This is an optimization exercise on Yosys and OpenROAD, whose aim is small area, not a production implementation. Only the layout flow was run in this run; the RTL was not checked for function there.

### design/flow/constraint.sdc
create_clock -name core_clock -period 4.5 [get_ports {clock}]
set_input_delay 0.9000 -clock core_clock [delete_from_list [all_inputs] [get_ports {clock}]]
set_output_delay 0.9000 -clock core_clock [all_outputs]
set_load 0.01 [all_outputs]
### design/flow/run.sh
#!/bin/bash
# synth_recipe.tcl (not shown) runs the flow's synth.tcl, then flattens the netlist and writes it again
# the make line also repeats each setting of config.mk as NAME=value (left out here)
make -C /OpenROAD-flow-scripts/flow DESIGN_CONFIG=/design/flow/config.mk WORK_HOME=/design/flow/orfs CLKGATE_MAP_FILE= SYNTH_SCRIPT=/design/flow/synth_recipe.tcl finish
### design/flow/design.v
module cordic_pipeline_rtl( clock, reset, ce, angle_in, sin_out, cos_out, valid_out );
input clock, reset, ce;
input signed [11:0] angle_in;
output signed [11:0] sin_out, cos_out;
output valid_out;
reg [3:0] valid_cnt;
always @(posedge clock)
  if (reset == 1'b0) valid_cnt <= 4'd15;
  else if (ce && valid_cnt != 4'd0) valid_cnt <= valid_cnt - 4'd1;
assign valid_out = (valid_cnt == 4'd0);
reg signed [11:0] l1_t;
wire [10:0] d_1;
wire dd_2 = ~l1_t[11];
assign d_1[0] = dd_2;
wire signed [12:0] a_3 = 13'sd0 + (dd_2 ? 13'sd804 : -13'sd804);
wire dd_4 = ($signed(l1_t) >= a_3);
assign d_1[1] = dd_4;
wire signed [12:0] a_5 = a_3 + (dd_4 ? 13'sd475 : -13'sd475);
wire dd_6 = ($signed(l1_t) >= a_5);
assign d_1[2] = dd_6;
wire signed [12:0] a_7 = a_5 + (dd_6 ? 13'sd251 : -13'sd251);
wire dd_8 = ($signed(l1_t) >= a_7);
assign d_1[3] = dd_8;
wire signed [12:0] a_9 = a_7 + (dd_8 ? 13'sd127 : -13'sd127);
wire signed [13:0] z_10 = $signed(l1_t) - a_9 + 14'sd128;
wire [6:0] sv_11 = z_10[13] ? 7'd0 : (|z_10[12:8]) ? 7'd127 : z_10[7:1];
assign d_1[4] = sv_11[6];
assign d_1[5] = sv_11[5];
assign d_1[6] = sv_11[4];
assign d_1[7] = sv_11[3];
assign d_1[8] = sv_11[2];
assign d_1[9] = sv_11[1];
assign d_1[10] = sv_11[0];
reg [10:0] l2_d;
reg [10:0] l3_d;
reg [10:0] l4_d;
reg [10:0] l5_d;
reg [10:0] l6_d;
reg [10:0] l7_d;
reg [10:0] l8_d;
reg [10:0] l9_d;
reg [10:0] l10_d;
reg [10:0] l11_d;
reg signed [11:0] x_12, y_13;
always @* case (l11_d[3:0])
  4'd0: begin x_12 = 12'hfb0; y_13 = 12'h970; end
  4'd1: begin x_12 = 12'h690; y_13 = 12'hfb0; end
  4'd2: begin x_12 = 12'h510; y_13 = 12'hbd0; end
  4'd3: begin x_12 = 12'h430; y_13 = 12'h510; end
  4'd4: begin x_12 = 12'h2d0; y_13 = 12'ha10; end
  4'd5: begin x_12 = 12'h5f0; y_13 = 12'h2d0; end
  4'd6: begin x_12 = 12'h670; y_13 = 12'heb0; end
  4'd7: begin x_12 = 12'h150; y_13 = 12'h670; end
  4'd8: begin x_12 = 12'h150; y_13 = 12'h990; end
  4'd9: begin x_12 = 12'h670; y_13 = 12'h150; end
  4'd10: begin x_12 = 12'h5f0; y_13 = 12'hd30; end
  4'd11: begin x_12 = 12'h2d0; y_13 = 12'h5f0; end
  4'd12: begin x_12 = 12'h430; y_13 = 12'haf0; end
  4'd13: begin x_12 = 12'h510; y_13 = 12'h430; end
  4'd14: begin x_12 = 12'h690; y_13 = 12'h050; end
  4'd15: begin x_12 = 12'hfb0; y_13 = 12'h690; end
  default: begin x_12 = 12'h000; y_13 = 12'h000; end
endcase
wire signed [11:0] sy_x_14 = y_13 >>> 4;
wire signed [11:0] sx_x_14 = x_12 >>> 4;
wire [12:0] tx_16 = {x_12, l11_d[4]} + {sy_x_14 ^ {12{l11_d[4]}}, l11_d[4]};
wire [12:0] ty_17 = {y_13, ~l11_d[4]} + {sx_x_14 ^ {12{~l11_d[4]}}, ~l11_d[4]};
wire signed [11:0] x_14 = tx_16[12:1];
wire signed [11:0] y_15 = ty_17[12:1];
wire signed [11:0] sy_x_18 = y_15 >>> 5;
wire signed [11:0] sx_x_18 = x_14 >>> 5;
wire [12:0] tx_20 = {x_14, l11_d[5]} + {sy_x_18 ^ {12{l11_d[5]}}, l11_d[5]};
wire [12:0] ty_21 = {y_15, ~l11_d[5]} + {sx_x_18 ^ {12{~l11_d[5]}}, ~l11_d[5]};
wire signed [11:0] x_18 = tx_20[12:1];
wire signed [11:0] y_19 = ty_21[12:1];
reg signed [11:0] l12_x;
reg signed [11:0] l12_y;
reg [10:6] l12_d;
wire [10:0] dw_22 = {l12_d, 6'd0};
wire signed [11:0] sy_x_23 = l12_y >>> 6;
wire signed [11:0] sx_x_23 = l12_x >>> 6;
wire [12:0] tx_25 = {l12_x, dw_22[6]} + {sy_x_23 ^ {12{dw_22[6]}}, dw_22[6]};
wire [12:0] ty_26 = {l12_y, ~dw_22[6]} + {sx_x_23 ^ {12{~dw_22[6]}}, ~dw_22[6]};
wire signed [11:0] x_23 = tx_25[12:1];
wire signed [11:0] y_24 = ty_26[12:1];
wire signed [11:0] sy_x_27 = y_24 >>> 7;
wire signed [11:0] sx_x_27 = x_23 >>> 7;
wire [12:0] tx_29 = {x_23, dw_22[7]} + {sy_x_27 ^ {12{dw_22[7]}}, dw_22[7]};
wire [12:0] ty_30 = {y_24, ~dw_22[7]} + {sx_x_27 ^ {12{~dw_22[7]}}, ~dw_22[7]};
wire signed [11:0] x_27 = tx_29[12:1];
wire signed [11:0] y_28 = ty_30[12:1];
reg signed [11:0] l13_x;
reg signed [11:0] l13_y;
reg [10:8] l13_d;
wire [10:0] dw_31 = {l13_d, 8'd0};
wire signed [11:0] sy_x_32 = l13_y >>> 8;
wire signed [11:0] sx_x_32 = l13_x >>> 8;
wire [12:0] tx_34 = {l13_x, dw_31[8]} + {sy_x_32 ^ {12{dw_31[8]}}, dw_31[8]};
wire [12:0] ty_35 = {l13_y, ~dw_31[8]} + {sx_x_32 ^ {12{~dw_31[8]}}, ~dw_31[8]};
wire signed [11:0] x_32 = tx_34[12:1];
wire signed [11:0] y_33 = ty_35[12:1];
wire signed [11:0] sy_x_36 = y_33 >>> 9;
wire signed [11:0] sx_x_36 = x_32 >>> 9;
wire [12:0] tx_38 = {x_32, dw_31[9]} + {sy_x_36 ^ {12{dw_31[9]}}, dw_31[9]};
wire [12:0] ty_39 = {y_33, ~dw_31[9]} + {sx_x_36 ^ {12{~dw_31[9]}}, ~dw_31[9]};
wire signed [11:0] x_36 = tx_38[12:1];
wire signed [11:0] y_37 = ty_39[12:1];
wire signed [11:0] sy_x_40 = y_37 >>> 10;
wire signed [11:0] sx_x_40 = x_36 >>> 10;
wire [12:0] tx_42 = {x_36, dw_31[10]} + {sy_x_40 ^ {12{dw_31[10]}}, dw_31[10]};
wire [12:0] ty_43 = {y_37, ~dw_31[10]} + {sx_x_40 ^ {12{~dw_31[10]}}, ~dw_31[10]};
wire signed [11:0] x_40 = tx_42[12:1];
wire signed [11:0] y_41 = ty_43[12:1];
reg signed [11:0] l14_x;
reg signed [11:0] l14_y;
wire signed [23:0] ex_44 = l14_x;
wire signed [23:0] px_45 = ex_44 - (ex_44<<<2) + (ex_44<<<4) - (ex_44<<<5) + (ex_44<<<7) + (ex_44<<<9);
wire signed [11:0] rx_46 = px_45[21:10];
wire signed [23:0] ey_47 = l14_y;
wire signed [23:0] py_48 = ey_47 - (ey_47<<<2) + (ey_47<<<4) - (ey_47<<<5) + (ey_47<<<7) + (ey_47<<<9);
wire signed [11:0] ry_49 = py_48[21:10];
reg signed [11:0] l15_c;
reg signed [11:0] l15_s;
assign cos_out = l15_c;
assign sin_out = l15_s;
always @(posedge clock)
  if (ce) begin
    l1_t <= angle_in;
    l2_d <= d_1;
    l3_d <= l2_d;
    l4_d <= l3_d;
    l5_d <= l4_d;
    l6_d <= l5_d;
    l7_d <= l6_d;
    l8_d <= l7_d;
    l9_d <= l8_d;
    l10_d <= l9_d;
    l11_d <= l10_d;
    l12_x <= x_18;
    l12_y <= y_19;
    l12_d <= l11_d[10:6];
    l13_x <= x_27;
    l13_y <= y_28;
    l13_d <= dw_22[10:8];
    l14_x <= x_40;
    l14_y <= y_41;
    l15_c <= rx_46;
    l15_s <= ry_49;
  end
endmodule
### design/flow/config.mk
export PLATFORM = sky130hd
export DESIGN_NAME = cordic_pipeline_rtl
export DESIGN_NICKNAME = cordic_pipeline_rtl
export VERILOG_FILES = /design/flow/design.v
export SDC_FILE = /design/flow/constraint.sdc
export NUM_CORES = 4
export LEC_CHECK = 0
export CAP_MARGIN = 20
export CORE_MARGIN = 2
export CORE_UTILIZATION = 40
export SLEW_MARGIN = 20
==> impl_metrics.toml <==
[clocking]
cts_hold_buf = 0
path_clk_slew_ps = 60
cts.sinks = 244
numCtsBuffers = 29
clockBufferDepth = 3
tritoncts = "built"
clk-insertion-delay-late_ps = 560
cts.htree.levels = 1
cts_root_buffer = "clkbuf_16"

[logic_synthesis]
seq_area_frac_synth_pct = 35.28
synth_ff_type = "edfxtp_1"
synth_xor_xnor_area_share_pct = 11.37
synthSimpleGateAreaFrac_pct = 8.807
synth_top_family_by_area = "adder cells"
syn_avg_cell_area_um2 = 10.82
synth.area.top_cells = "edfxtp_1, ha_1, fa_1"
synth_top_area_share_pct = 33.50
synth_compound_gate_area_share_pct = 12.38
yosys_warnings = 1
synthAdderAreaFrac_pct = 27.56
synth_area_mm2 = 0.02026
syn-num-nets = 2281
synthArstFlopShare_pct = 0
synth_edf_count = 226
synthCells = 1872
synthDistinctLibCells = 69
synthMuxAreaShare_pct = 0.8585
synth_top_area_cell = "edfxtp_1"
synth-seq-cells = 244

[sta]
hold-worst-slack_ps = 414.2
drv_slew = 0
worst_clock_skew_ps = 8.913
finalHoldViolCount = 0
rsz0062_at_grt = "true"
max_freq_ghz = 0.1047
post-route-min-period_ps = 9551
slew_headroom_pct = 25.61
fin_crit_sh_pct = 212.2
worst_slew_pin_slew_ps = 1116
setup_viol = 33
setup_slack_ps = -5051

[final_layout]
diodes = 0
nNetsFinal = 2857
fin_util_pct = 56.42
final_area_mm2 = 0.02825
drive_gt1_share_pct = 33.99
syn_to_final_growth_pct = 39.44

[run]
drv_cap = 0

[worst_setup_path]
crit_fanout = 7
cpMaxStageDelayCell = "a221o_2"
arrival_ps = 9870
worstSetupPathType = "flip-flop to flip-flop"
critical_path.max_stage_delay_ps = 480
required_ps = 4810
cpMostUsedCell = "a21oi_2"
cp-start-kind = "flip-flop"
cp-end-kind = "flip-flop"

[status]
violations = "negative setup slack"
status = "complete, but fails checks"

[floorplanning]
core-area_mm2 = 0.05007
chipHeight_um = 229.0
boundaryPins = 40
design.die.area_mm2 = 0.05246
chipWidth_um = 229.0
start_util_pct = 40.46
num_rows = 82

[grt]
antenna_found_initial = 0
grt_pass1_wl_um = 71680
grt_overflow = 0
gr-usage-all-layers_pct = 16.13
grt_pass1_vias = 15830
grt_max_degree = 196

[placement]
place.gp.congestion = 0.8227
placed_area_mm2 = 0.02508
place_ws_ps = -5302
portBuffers = 39
hpwlAfterDp_um = 32440

[detailed_routing]
vias = 15260
drtIter0Drc = 531
routedWlPerCell_um = 13.84
ant_nets = 0
vias_per_cell = 4.855
drt-total-wl_um = 43510
firstDrtPassIters = 5
remaining_drc_errors = 0

[hold_path]
min_path_type = "flip-flop to flip-flop"
[synthesized netlist by cell type, types with 3 or more instances]
cell / n
a2111oi_0: 3
a211o_1: 3
a211oi_1: 9
a21boi_0: 6
a21boi_1: 9
a21o_1: 41
a21oi_1: 116
a31o_1: 4
a31oi_1: 4
and2_1: 3
and3_1: 12
buf_1: 3
clkbuf_1: 8
dfxtp_1: 18
edfxtp_1: 226
fa_1: 87
ha_1: 307
inv_1: 186
mux2_2: 3
mux2i_1: 14
nand2_1: 66
nand2b_1: 29
nand3_1: 17
nand3b_1: 5
nand4_1: 5
nor2_1: 124
nor2b_1: 37
nor3_1: 32
o211ai_1: 7
o21a_1: 39
o21ai_0: 53
o21ai_1: 34
o21bai_1: 25
o22ai_1: 3
o311a_1: 3
o31a_1: 4
o31ai_1: 6
or2_1: 3
or2_2: 9
or3_1: 11
or4_1: 4
xnor2_1: 184
xor2_1: 74
[placed cells by master, fill, tap and decap left out, drive strengths merged, types with 39 or more instances in the layout]
cell type | netlist | layout
xnor2 | 185 | 185
nand2 | 66 | 66
a21o | 41 | 41
a21oi | 117 | 117
nor2 | 124 | 124
buf | 4 | 518
xor2 | 75 | 76
fa | 87 | 87
ha | 307 | 307
o21ai | 88 | 88
inv | 188 | 190
edfxtp | 226 | 226
o21a | 39 | 39
[critical path: cells and delay by family (launching register included)]
kind,cells,cell delay [ps]
fa+ha+maj,9,2210
mux,1,210
buf+inv,4,480
flops,1,430
simple gates,13,1640
xor+xnor,2,340
compound gates,24,3940
[cell type report]
class	count	area [um2]
Tap cell	672	840.8
Fill cell	4230	21820
Multi-Input combinational cell	1429	14110
Clock buffer	33	740.7
Timing Repair Buffer	556	4446
Clock inverter	21	249.0
Sequential cell	244	7147
Inverter	188	715.7
[sequential cells by signal (all words and copies together), names as in the netlist, 11 cells and up]
name and cells:
l1_t 12, l12_y 12, l7_d 11, l6_d 11, l15_c 12, l9_d 11
l12_x 12, l10_d 11, l15_s 12, l11_d 11, l14_y 12, l13_x 12
l14_x 12, l3_d 11, l2_d 11, l13_y 12, l8_d 11, l5_d 11
l4_d 11
[final timing paths]
| check | from | endpoint | slack [ps] | depth (start not counted) |
|---|---|---|---|---|
| hold reg to reg | l8_d[5] | l9_d[5] | 410 | 0 |
| setup / recovery | l1_t[11] | l2_d[5] | -5050 | 53 |
| hold / removal | l8_d[5] | l9_d[5] | 410 | 0 |
| setup reg to reg | l1_t[11] | l2_d[5] | -5050 | 53 |
[logic make-up after synthesis]
family | count (synthesis)
mux | 17
compound gates | 391
flops | 244
simple gates | 366
buf+inv | 200
fa+ha+maj | 394
xor+xnor | 260
[per-layer routing]
metal / global-route usage [%] / vias to the layer above / routed length, um / share of wire, %
met3: 1.917 / 72 / 883 / 2.0
met5: 0 / - / 0 / 0
li1: - / 7752 / - / -
met4: 4.525 / 0 / 1157 / 2.7
met1: 18.50 / 7289 / 18090 / 42
met2: 31.19 / 145 / 23390 / 54
[stage by stage]
step	std cells	TNS (ps)
2_1_floorplan	1872	-55580
3_3_place_gp	2967	-67620
3_5_place_dp	2967	-70000
4_1_cts	3100	-64180
5_1_grt	3143	-77250
6_report	3143	-63500
[timing repair]
action                                  CTS  global route
setup buffers                            81            63
pin swaps                               119           143
gates resized for setup                 118           152
endpoints found under the setup margin   43            55
cloned                                    1             0

separate check: timing with driven ports:
How much do the figures lean on ideal ports? The routed layout below was timed once more, with nothing changed but the port constraints. Step 1: set_driving_cell puts a clkbuf_16 on clock and a buf_2 on each other input, an assumption about the parent block. Step 2 times the ports against the registers' clock, not the clock port: input delays grow and output delays shrink by t, the midpoint of the rising clock arrivals with the driver on. Slacks: ideal ports / drivers / drivers and shift; pairs: ideal ports / drivers.
t (ns): 0.613
setup WS [ns]: -5.051 / -5.051 / -5.051
worst setup path at the end: register to register
latest minus earliest clock arrival (ns): 0.011 / 0.011
The setup slack of this run moves by 0.000 ns with the drivers and by 0.000 ns with both steps.
